Background: an optimization exercise with open tools, aiming at small area, a short achievable clock period and few clock cycles. Do not read the settings as production practice.
At most, simulation tests tie the RTL to the original design; equivalence was not proved.
The clock port is modelled as an ideal driver, which makes a skipped or thinned clock tree look cheaper than it is; a real chip needs a root buffer or a tree.
Power figures rest on the tool's default switching activity, not on a simulated workload.

yarrow:
Design axi4_lite_slave_wrapper, start of the top module:
module axi4_lite_slave_wrapper #(
  parameter int ADDR_WIDTH = 32,
  parameter int DATA_WIDTH = 32
)(
  input  logic                      aclk,
  input  logic                      aresetn,
  input  logic [ADDR_WIDTH-1:0]     s_axi_awaddr,
  input  logic [2:0]                s_axi_awprot,
  input  logic                      s_axi_awvalid,
  output logic                      s_axi_awready,
  input  logic [DATA_WIDTH-1:0]     s_axi_wdata,
  input  logic [DATA_WIDTH/8-1:0]   s_axi_wstrb,
  input  logic                      s_axi_wvalid,
  output logic                      s_axi_wready,
  output logic [1:0]                s_axi_bresp,
  output logic                      s_axi_bvalid,
  input  logic                      s_axi_bready,
  input  logic [ADDR_WIDTH-1:0]     s_axi_araddr,
  input  logic [2:0]                s_axi_arprot,
  input  logic                      s_axi_arvalid,
  output logic                      s_axi_arready,
  output logic [DATA_WIDTH-1:0]     s_axi_rdata,
  output logic [1:0]                s_axi_rresp,
  output logic                      s_axi_rvalid,
  input  logic                      s_axi_rready
);
  axi4_lite_slave #(
    .ADDR_WIDTH (ADDR_WIDTH),
    .DATA_WIDTH (DATA_WIDTH)
  ) u_slave (
    .aclk    (aclk),           .aresetn (aresetn),
    .awaddr  (s_axi_awaddr),   .awprot  (s_axi_awprot),
    .awvalid (s_axi_awvalid),  .awready (s_axi_awready),
    .wdata   (s_axi_wdata),    .wstrb   (s_axi_wstrb),
    .wvalid  (s_axi_wvalid),   .wready  (s_axi_wready),
    .bresp   (s_axi_bresp),    .bvalid  (s_axi_bvalid),
    .bready  (s_axi_bready),
    .araddr  (s_axi_araddr),   .arprot  (s_axi_arprot),
    .arvalid (s_axi_arvalid),  .arready (s_axi_arready),
    .rdata   (s_axi_rdata),    .rresp   (s_axi_rresp),
    .rvalid  (s_axi_rvalid),   .rready  (s_axi_rready)
  );
endmodule
For scale: about 200 flip-flops, about 150 I/O pins, about 0.0080 mm² of cells after synthesis.
clock: 3.0 ns
lec_check: 0
cap_margin: 20
core_margin: 2
core_utilization: 40
setup_slack_margin: 1.45
slew_margin: 20
tns_end_percent: 0
standard.sh (not shown) runs the stock make flow with config.mk's settings and CLKGATE_MAP_FILE= SYNTH_SCRIPT=/design/flow/synth_recipe.tcl, a recipe that flattens the netlist after the stock synthesis.
==> flow/flow/run.sh <==
#!/bin/bash
# Standard ORFS layout, with buf_1 port buffers, resizing not tied to cell
# footprints, a hand-built clock tree (port -> 4 -> 16 buffers) (flow/cts_pre.tcl) and
# stronger drives on high-fanout logic (flow/cts_post.tcl).
set -euo pipefail
cd "$(dirname "$0")/.."
export FLOW_CTS_LEAVES=16
export FLOW_CTS_LEAF=sky130_fd_sc_hd__clkbuf_8
export FLOW_CTS_MIDS=4
export FLOW_CTS_MID=sky130_fd_sc_hd__clkbuf_8
bash standard.sh \
  "BUFFER_PORTS_ARGS=-buffer_cell sky130_fd_sc_hd__buf_1" \
  MATCH_CELL_FOOTPRINT=0 \
  "PRE_CTS_TCL=$(pwd)/flow/cts_pre.tcl" \
  "POST_CTS_TCL=$(pwd)/flow/cts_post.tcl" \
  finish > flow_orfs.log 2>&1
Other scripts of this flow, unchanged in this note and not shown: flow/flow/clock_tree.tcl, flow/flow/cts_post.tcl, flow/flow/cts_pre.tcl
No stage failed in yarrow, and the final checks on the layout all came back clean.
Changes in zinc relative to yarrow:
--- a/flow/design.v
+++ b/flow/design.v
@@ -55,29 +55,29 @@
   logic [31:0] reg_irq_en;
   logic [31:0] reg_scratch;
   logic       aw_v0, aw_v1;           
   logic [4:0] aw_e0, aw_e1;
   logic       aw_blk;                 
   logic       w_blk;                  
+  logic [3:0] w_arm;                  
   logic       awready_q, wready_q;    
   logic       b_v, b_idle, b_err;     
   logic       bs_v, bs_err;           
   assign awready = awready_q;
   assign wready  = wready_q;
   assign bvalid  = b_v;
   assign bresp   = {b_err, 1'b0};
   wire aw_fire = awvalid & ~aw_blk;
   wire w_fire  = wvalid & ~w_blk;
   wire b_free  = b_idle | bready;     
   wire       aw_ok_in = (awaddr[31:5] == 27'd0);
-  wire [4:0] aw_e_in  = {aw_ok_in,
-                         awaddr[4:2] == 3'd6,
-                         awaddr[4:2] == 3'd4,
-                         awaddr[4:2] == 3'd2,
-                         awaddr[4:2] == 3'd0};
-  wire [3:0] w_sel = {4{~w_blk & aw_e0[4]}} & aw_e0[3:0];
+  wire [4:0] aw_e_in  = {~aw_ok_in,
+                         aw_ok_in & (awaddr[4:2] == 3'd6),
+                         aw_ok_in & (awaddr[4:2] == 3'd4),
+                         aw_ok_in & (awaddr[4:2] == 3'd2),
+                         aw_ok_in & (awaddr[4:2] == 3'd0)};
   logic       aw_v0_d, aw_v1_d, bs_v_d, b_v_d, w_go_d;
   logic [4:0] aw_e0_d;
   always_comb begin
     aw_v0_d = aw_v0;
     aw_v1_d = aw_v1;
     if (w_fire) begin
@@ -95,31 +95,33 @@
   always_ff @(posedge aclk or negedge aresetn) begin
     if (!aresetn) begin
       aw_v0     <= 1'b0;
       aw_v1     <= 1'b0;
       aw_blk    <= 1'b1;
       w_blk     <= 1'b1;
+      w_arm     <= 4'd0;
       awready_q <= 1'b0;
       wready_q  <= 1'b0;
       b_v       <= 1'b0;
       b_idle    <= 1'b1;
       b_err     <= 1'b0;
       bs_v      <= 1'b0;
       bs_err    <= 1'b0;
     end else begin
       aw_v0     <= aw_v0_d;
       aw_v1     <= aw_v1_d;
       aw_blk    <= aw_v1_d;
       w_blk     <= ~w_go_d;
+      w_arm     <= {4{w_go_d}} & aw_e0_d[3:0];
       awready_q <= ~aw_v1_d;
       wready_q  <= w_go_d;
       b_v       <= b_v_d;
       b_idle    <= ~b_v_d;
       bs_v      <= bs_v_d;
-      if (b_free) b_err <= bs_v ? bs_err : ~aw_e0[4];
-      if (~bs_v)  bs_err <= ~aw_e0[4];
+      if (b_free) b_err <= bs_v ? bs_err : aw_e0[4];
+      if (~bs_v)  bs_err <= aw_e0[4];
     end
   end
   always_ff @(posedge aclk) begin
     aw_e0 <= aw_e0_d;
     if (~aw_v1) aw_e1 <= aw_e_in;
   end
@@ -129,16 +131,16 @@
       reg_data_tx <= '0;
       reg_irq_en  <= '0;
       reg_scratch <= '0;
     end else begin
       for (int b = 0; b < 4; b++) begin
         if (wvalid && wstrb[b]) begin
-          if (w_sel[0]) reg_ctrl[b*8 +: 8]    <= wdata[b*8 +: 8];
-          if (w_sel[1]) reg_data_tx[b*8 +: 8] <= wdata[b*8 +: 8];
-          if (w_sel[2]) reg_irq_en[b*8 +: 8]  <= wdata[b*8 +: 8];
-          if (w_sel[3]) reg_scratch[b*8 +: 8] <= wdata[b*8 +: 8];
+          if (w_arm[0]) reg_ctrl[b*8 +: 8]    <= wdata[b*8 +: 8];
+          if (w_arm[1]) reg_data_tx[b*8 +: 8] <= wdata[b*8 +: 8];
+          if (w_arm[2]) reg_irq_en[b*8 +: 8]  <= wdata[b*8 +: 8];
+          if (w_arm[3]) reg_scratch[b*8 +: 8] <= wdata[b*8 +: 8];
         end
       end
     end
   end
   logic        ar_v0, ar_v1;          
   logic        ar_blk;                
### Flow results
- zinc gives less core utilization than yarrow did.
- Compared zinc against yarrow; global-route usage within noise.
- Via count of the first global-routing pass of zinc exceeds that of yarrow by a few percent.
- Area added between synthesis and finish is lower on zinc
- zinc vs yarrow, type of the worst setup path: primary input to flip-flop vs flip-flop to flip-flop
- Biggest cell delay along the critical path is lower on zinc
- Comparing zinc and yarrow, setup slack is lower on yarrow.
- The switching power as a share of total power of yarrow and that of zinc are within noise of each other.
- Routed wire in zinc totals more than in yarrow.
No run of this note included a check of the RTL's function; only the layout flow was run. In every run of this note, the design's own scripts or RTL, not TritonCTS, make the clock network.


axi4_lite_slave_wrapper, a different RTL version from the one above (not shown whole).
Size in the first run: roughly 630 cells after synthesis, roughly 200 flip-flops, about 150 I/O pins, ~0.0082 mm² of cells after synthesis.
Settings: LEC_CHECK=0, CAP_MARGIN=20, CORE_MARGIN=2, CORE_UTILIZATION=40, SETUP_SLACK_MARGIN=1.55, SLEW_MARGIN=20, SYNTH_HIERARCHICAL=1, TNS_END_PERCENT=0; clock period 3.0 ns.
==> flow/flow/run.sh <==
#!/bin/bash
# Standard ORFS layout, with buf_1 port buffers, resizing not tied to cell
# footprints, a hand-built clock tree (port -> 4 -> 16 buffers) (flow/cts_pre.tcl) and
# buf_2 output-port buffers (flow/cts_post.tcl).
set -euo pipefail
cd "$(dirname "$0")/.."
export FLOW_CTS_LEAVES=16
export FLOW_CTS_LEAF=sky130_fd_sc_hd__clkbuf_8
export FLOW_CTS_MIDS=4
export FLOW_CTS_MID=sky130_fd_sc_hd__clkbuf_8
bash standard.sh \
  "BUFFER_PORTS_ARGS=-buffer_cell sky130_fd_sc_hd__buf_1" \
  MATCH_CELL_FOOTPRINT=0 \
  "PRE_CTS_TCL=$(pwd)/flow/cts_pre.tcl" \
  "POST_CTS_TCL=$(pwd)/flow/cts_post.tcl" \
  finish > flow_orfs.log 2>&1
Other scripts of this flow, unchanged in this note and not shown: flow/flow/clock_tree.tcl, flow/flow/cts_post.tcl, flow/flow/cts_pre.tcl
The starting point finished with timing, DRC and antenna clean.
Next try:
--- a/flow/design.v
+++ b/flow/design.v
@@ -52,76 +52,89 @@
 );
   logic [31:0] reg_ctrl;
   logic [31:0] reg_data_tx;
   logic [31:0] reg_irq_en;
   logic [31:0] reg_scratch;
   logic       aw_v0, aw_v1;           
   logic [4:0] aw_e0, aw_e1;
   logic       aw_blk;                 
   logic       w_blk;                  
+  logic [3:0] w_arm;                  
   logic       awready_q, wready_q;    
   logic       b_v, b_idle, b_err;     
   logic       bs_v, bs_err;           
   assign awready = awready_q;
   assign wready  = wready_q;
   assign bvalid  = b_v;
   assign bresp   = {b_err, 1'b0};
   wire aw_fire = awvalid & ~aw_blk;
   wire w_fire  = wvalid & ~w_blk;
   wire b_free  = b_idle | bready;     
   wire       aw_ok_in = (awaddr[31:5] == 27'd0);
   wire [4:0] aw_e_in  = {aw_ok_in,
                          aw_ok_in & (awaddr[4:2] == 3'd6),
                          aw_ok_in & (awaddr[4:2] == 3'd4),
                          aw_ok_in & (awaddr[4:2] == 3'd2),
                          aw_ok_in & (awaddr[4:2] == 3'd0)};
-  wire [3:0] w_sel = {4{~w_blk}} & aw_e0[3:0];
   logic [3:0][3:0] w_en;
   for (genvar r = 0; r < 4; r++) begin : g_wen_r
     for (genvar b = 0; b < 4; b++) begin : g_wen_b
-      axi4_lite_and3 u_en (.a(w_sel[r]), .b(wstrb[b]), .late(wvalid), .y(w_en[r][b]));
+      axi4_lite_and3 u_en (.a(w_arm[r]), .b(wstrb[b]), .late(wvalid), .y(w_en[r][b]));
     end
   end
   logic       aw_v0_d, aw_v1_d, bs_v_d, b_v_d, w_go_d;
   logic [4:0] aw_e0_d;
+  logic [3:0] w_arm_d;
+  wire [4:0] e0_fire = aw_v1 ? aw_e1 : aw_e_in;
+  wire [4:0] e0_stay = aw_v0 ? aw_e0 : aw_e_in;
+  wire       go_fire = (aw_v1 | aw_fire) & b_free;
+  wire       go_stay = (aw_v0 | aw_fire) & (b_free | ~bs_v);
+  for (genvar i = 0; i < 5; i++) begin : g_e0
+    axi4_lite_mux2 u_e0 (.s(w_fire), .a1(e0_fire[i]), .a0(e0_stay[i]), .y(aw_e0_d[i]));
+  end
+  for (genvar i = 0; i < 4; i++) begin : g_arm
+    axi4_lite_mux2 u_arm (.s(w_fire), .a1(go_fire & e0_fire[i]), .a0(go_stay & e0_stay[i]),
+                          .y(w_arm_d[i]));
+  end
+  axi4_lite_mux2 u_go (.s(w_fire), .a1(go_fire), .a0(go_stay), .y(w_go_d));
   always_comb begin
     aw_v0_d = aw_v0;
     aw_v1_d = aw_v1;
     if (w_fire) begin
       aw_v0_d = aw_v1 | aw_fire;
       aw_v1_d = 1'b0;
     end else if (aw_fire) begin
       aw_v0_d = 1'b1;
       aw_v1_d = aw_v0;
     end
   end
-  assign aw_e0_d = (w_fire | ~aw_v0) ? (aw_v1 ? aw_e1 : aw_e_in) : aw_e0;
   assign bs_v_d  = ~b_free & (bs_v | w_fire);
   assign b_v_d   = b_free ? (bs_v | w_fire) : 1'b1;
-  assign w_go_d  = aw_v0_d & ~bs_v_d;
   always_ff @(posedge aclk or negedge aresetn) begin
     if (!aresetn) begin
       aw_v0     <= 1'b0;
       aw_v1     <= 1'b0;
       aw_blk    <= 1'b1;
       w_blk     <= 1'b1;
+      w_arm     <= 4'd0;
       awready_q <= 1'b0;
       wready_q  <= 1'b0;
       b_v       <= 1'b0;
       b_idle    <= 1'b1;
       b_err     <= 1'b0;
       bs_v      <= 1'b0;
       bs_err    <= 1'b0;
     end else begin
       aw_v0     <= aw_v0_d;
       aw_v1     <= aw_v1_d;
       aw_blk    <= aw_v1_d;
       w_blk     <= ~w_go_d;
+      w_arm     <= w_arm_d;
       awready_q <= ~aw_v1_d;
       wready_q  <= w_go_d;
       b_v       <= b_v_d;
       b_idle    <= ~b_v_d;
       bs_v      <= bs_v_d;
       if (b_free) b_err <= bs_v ? bs_err : ~aw_e0[4];
       if (~bs_v)  bs_err <= ~aw_e0[4];
     end
   end
- The new run completed without violations
- cell count rises by roughly a tenth
- cell area is higher by a few percent
- clock skew decreases by 0.0045 ns
- via count is higher by a little under a tenth
- routed wire length is higher slightly
No run of this note included a check of the RTL's function; only the layout flow was run. In every run of this note, the design's own scripts or RTL, not TritonCTS, make the clock network.


Another version of the RTL of axi4_lite_slave_wrapper (not shown whole).
Size in the first run: ~210 flip-flops, about 150 I/O pins, about 8300 sq um of cells after synthesis.
==> flow/config.mk <==
export PLATFORM = sky130hd
export DESIGN_NAME = axi4_lite_slave_wrapper
export DESIGN_NICKNAME = axi4_lite_slave_wrapper
export VERILOG_FILES = /design/flow/design.v
export SDC_FILE = /design/flow/constraint.sdc
export NUM_CORES = 4
export LEC_CHECK = 0
export CAP_MARGIN = 20
export CORE_MARGIN = 2
export CORE_UTILIZATION = 40
export SETUP_SLACK_MARGIN = 1.4
export SLEW_MARGIN = 20
export TNS_END_PERCENT = 0
==> flow/constraint.sdc <==
create_clock -name core_clock -period 3.0 [get_ports {aclk}]
set_input_delay 0.6000 -clock core_clock [delete_from_list [all_inputs] [get_ports {aclk}]]
set_output_delay 0.6000 -clock core_clock [all_outputs]
set_load 0.01 [all_outputs]
==> flow/flow/run.sh <==
#!/bin/bash
# Standard ORFS layout, with buf_1 port buffers, resizing not tied to cell
# footprints, and a hand-built two-level clock tree (flow/cts_pre.tcl).
set -euo pipefail
cd "$(dirname "$0")/.."
export FLOW_CTS_LEAVES=16
export FLOW_CTS_LEAF=sky130_fd_sc_hd__clkbuf_8
export FLOW_CTS_ROOT=sky130_fd_sc_hd__clkbuf_16
bash standard.sh \
  "BUFFER_PORTS_ARGS=-buffer_cell sky130_fd_sc_hd__buf_1" \
  MATCH_CELL_FOOTPRINT=0 \
  "PRE_CTS_TCL=$(pwd)/flow/cts_pre.tcl" \
  finish > flow_orfs.log 2>&1
Other scripts of this flow, unchanged in this note and not shown: flow/flow/clock_tree.tcl, flow/flow/cts_pre.tcl
The starting point finished clean.
Rerun with:
--- a/flow/design.v
+++ b/flow/design.v
@@ -202,38 +202,34 @@
         r_v    <= ar_v0;
         r_idle <= ~ar_v0;
         r_err  <= ar_lo[5];
       end
     end
   end
-  wire        r_hold = ~r_load;
-  wire [5:0]  g_lo   = {6{r_load}} & ar_lo;
-  wire [5:0]  g_hi   = {6{r_load}} & ~ar_hi_n;
-  wire [31:0] lo_word = ({32{r_hold}}  & r_data)
-                      | ({32{g_lo[0]}} & reg_ctrl)
-                      | ({32{g_lo[1]}} & {31'd0, reg_ctrl[0]})
-                      | ({32{g_lo[2]}} & reg_data_tx)
-                      | ({32{g_lo[3]}} & reg_irq_en)
-                      | ({32{g_lo[4]}} & reg_scratch)
-                      | ({32{g_lo[5]}} & 32'hDEADBEEF);
-  wire [31:0] hi_word = ({32{r_hold}}  & r_data)
-                      | ({32{g_hi[0]}} & reg_ctrl)
-                      | ({32{g_hi[1]}} & reg_data_tx)
-                      | ({32{g_hi[2]}} & reg_irq_en)
-                      | ({32{g_hi[3]}} & reg_scratch)
-                      | ({32{g_hi[4]}} & axi_pkg::IP_VERSION)
-                      | ({32{g_hi[5]}} & 32'hDEADBEEF);
-  wire ar_ld = ar_pop | ~ar_v0;
+  wire [31:0] lo_word = ({32{ar_lo[0]}} & reg_ctrl)
+                      | ({32{ar_lo[1]}} & {31'd0, reg_ctrl[0]})
+                      | ({32{ar_lo[2]}} & reg_data_tx)
+                      | ({32{ar_lo[3]}} & reg_irq_en)
+                      | ({32{ar_lo[4]}} & reg_scratch)
+                      | ({32{ar_lo[5]}} & 32'hDEADBEEF);
+  wire [31:0] hi_word = ({32{~ar_hi_n[0]}} & reg_ctrl)
+                      | ({32{~ar_hi_n[1]}} & reg_data_tx)
+                      | ({32{~ar_hi_n[2]}} & reg_irq_en)
+                      | ({32{~ar_hi_n[3]}} & reg_scratch)
+                      | ({32{~ar_hi_n[4]}} & axi_pkg::IP_VERSION)
+                      | ({32{~ar_hi_n[5]}} & 32'hDEADBEEF);
   always_ff @(posedge aclk) begin
-    ar_lo   <= ({6{ar_ld}} & lo_d)  | ({6{~ar_ld}} & ar_lo);
-    ar_hi_n <= ({6{ar_ld}} & ~hi_d) | ({6{~ar_ld}} & ar_hi_n);
+    if (ar_pop | ~ar_v0) begin
+      ar_lo   <= lo_d;
+      ar_hi_n <= ~hi_d;
+    end
     if (~ar_v1) begin
       ar_ok1  <= ar_ok_in;
       ar_idx1 <= araddr[4:2];
     end
-    r_data <= {hi_word[31:16], lo_word[15:0]};
+    if (r_load) r_data <= {hi_word[31:16], lo_word[15:0]};
   end
 endmodule
 module axi4_lite_slave_wrapper #(
   parameter int ADDR_WIDTH = 32,
   parameter int DATA_WIDTH = 32
 )(
What happened:
- The new run ran to the end with no violations
- first-iteration DRC count came out higher by 65%
- worst hold slack improved by 0.042 ns
- synthesized cell count came out lower by 7.7%
- via count came out lower by about 7%
- power came out lower by about 3.4%
- die area stays flat
- wire length came out lower by 1.9%
- setup slack improved by 0.053 ns
- sequential share of layout area came out higher by 3.9 points
- maximum frequency came out higher by about 3.3%
- clock skew came out lower by 0.033 ns
- design area came out lower by 0.78%
- utilization came out lower by 0.36 points
- sequential cell count is unchanged
Testbench counts after the change, summed over its fixed seeds: cycles 3,216.
No functional check of the RTL was part of the first run of this note. In every run of this note, the design's own scripts or RTL, not TritonCTS, make the clock network.

==> port drivers added, routing unchanged <==
Ports are ideal in the flow. The routed layouts listed here were re-timed in OpenROAD. Step 1 (the two cells are an assumption about what drives the block):
set clk [get_ports {aclk}]
set_driving_cell -lib_cell sky130_fd_sc_hd__clkbuf_16 $clk
set_driving_cell -lib_cell sky130_fd_sc_hd__buf_2 [delete_from_list [all_inputs] $clk]
Step 2, shift: input delay + t, output delay - t, t = (earliest + latest rising clock arrival at the registers) / 2. This alone moves slack from input paths to output paths. a / b / c = ideal ports / drivers / drivers and shift; a / b = the first two.
run	t, ns	slack for setup (ns)	worst setup path after step 2	pins driven straight from the clock port
yarrow	0.387	1.300 / 1.300 / 0.981	input to register	4
zinc	0.372	1.380 / 1.422 / 1.056	input to register	4
the first run of note 2	0.382	1.376 / 1.376 / 1.057	input to register	4
the second run of note 2	0.384	1.212 / 1.269 / 0.885	input to register	4
the first run of note 3	0.442	1.353 / 1.353 / 0.970	input to register	1
the second run of note 3	0.451	1.406 / 1.359 / 1.030	input to register	1
After both steps every run listed still meets setup and hold. The setup slack of the first run of note 3, which loses most, moves by 0.000 ns with the drivers and by -0.383 ns with both steps.
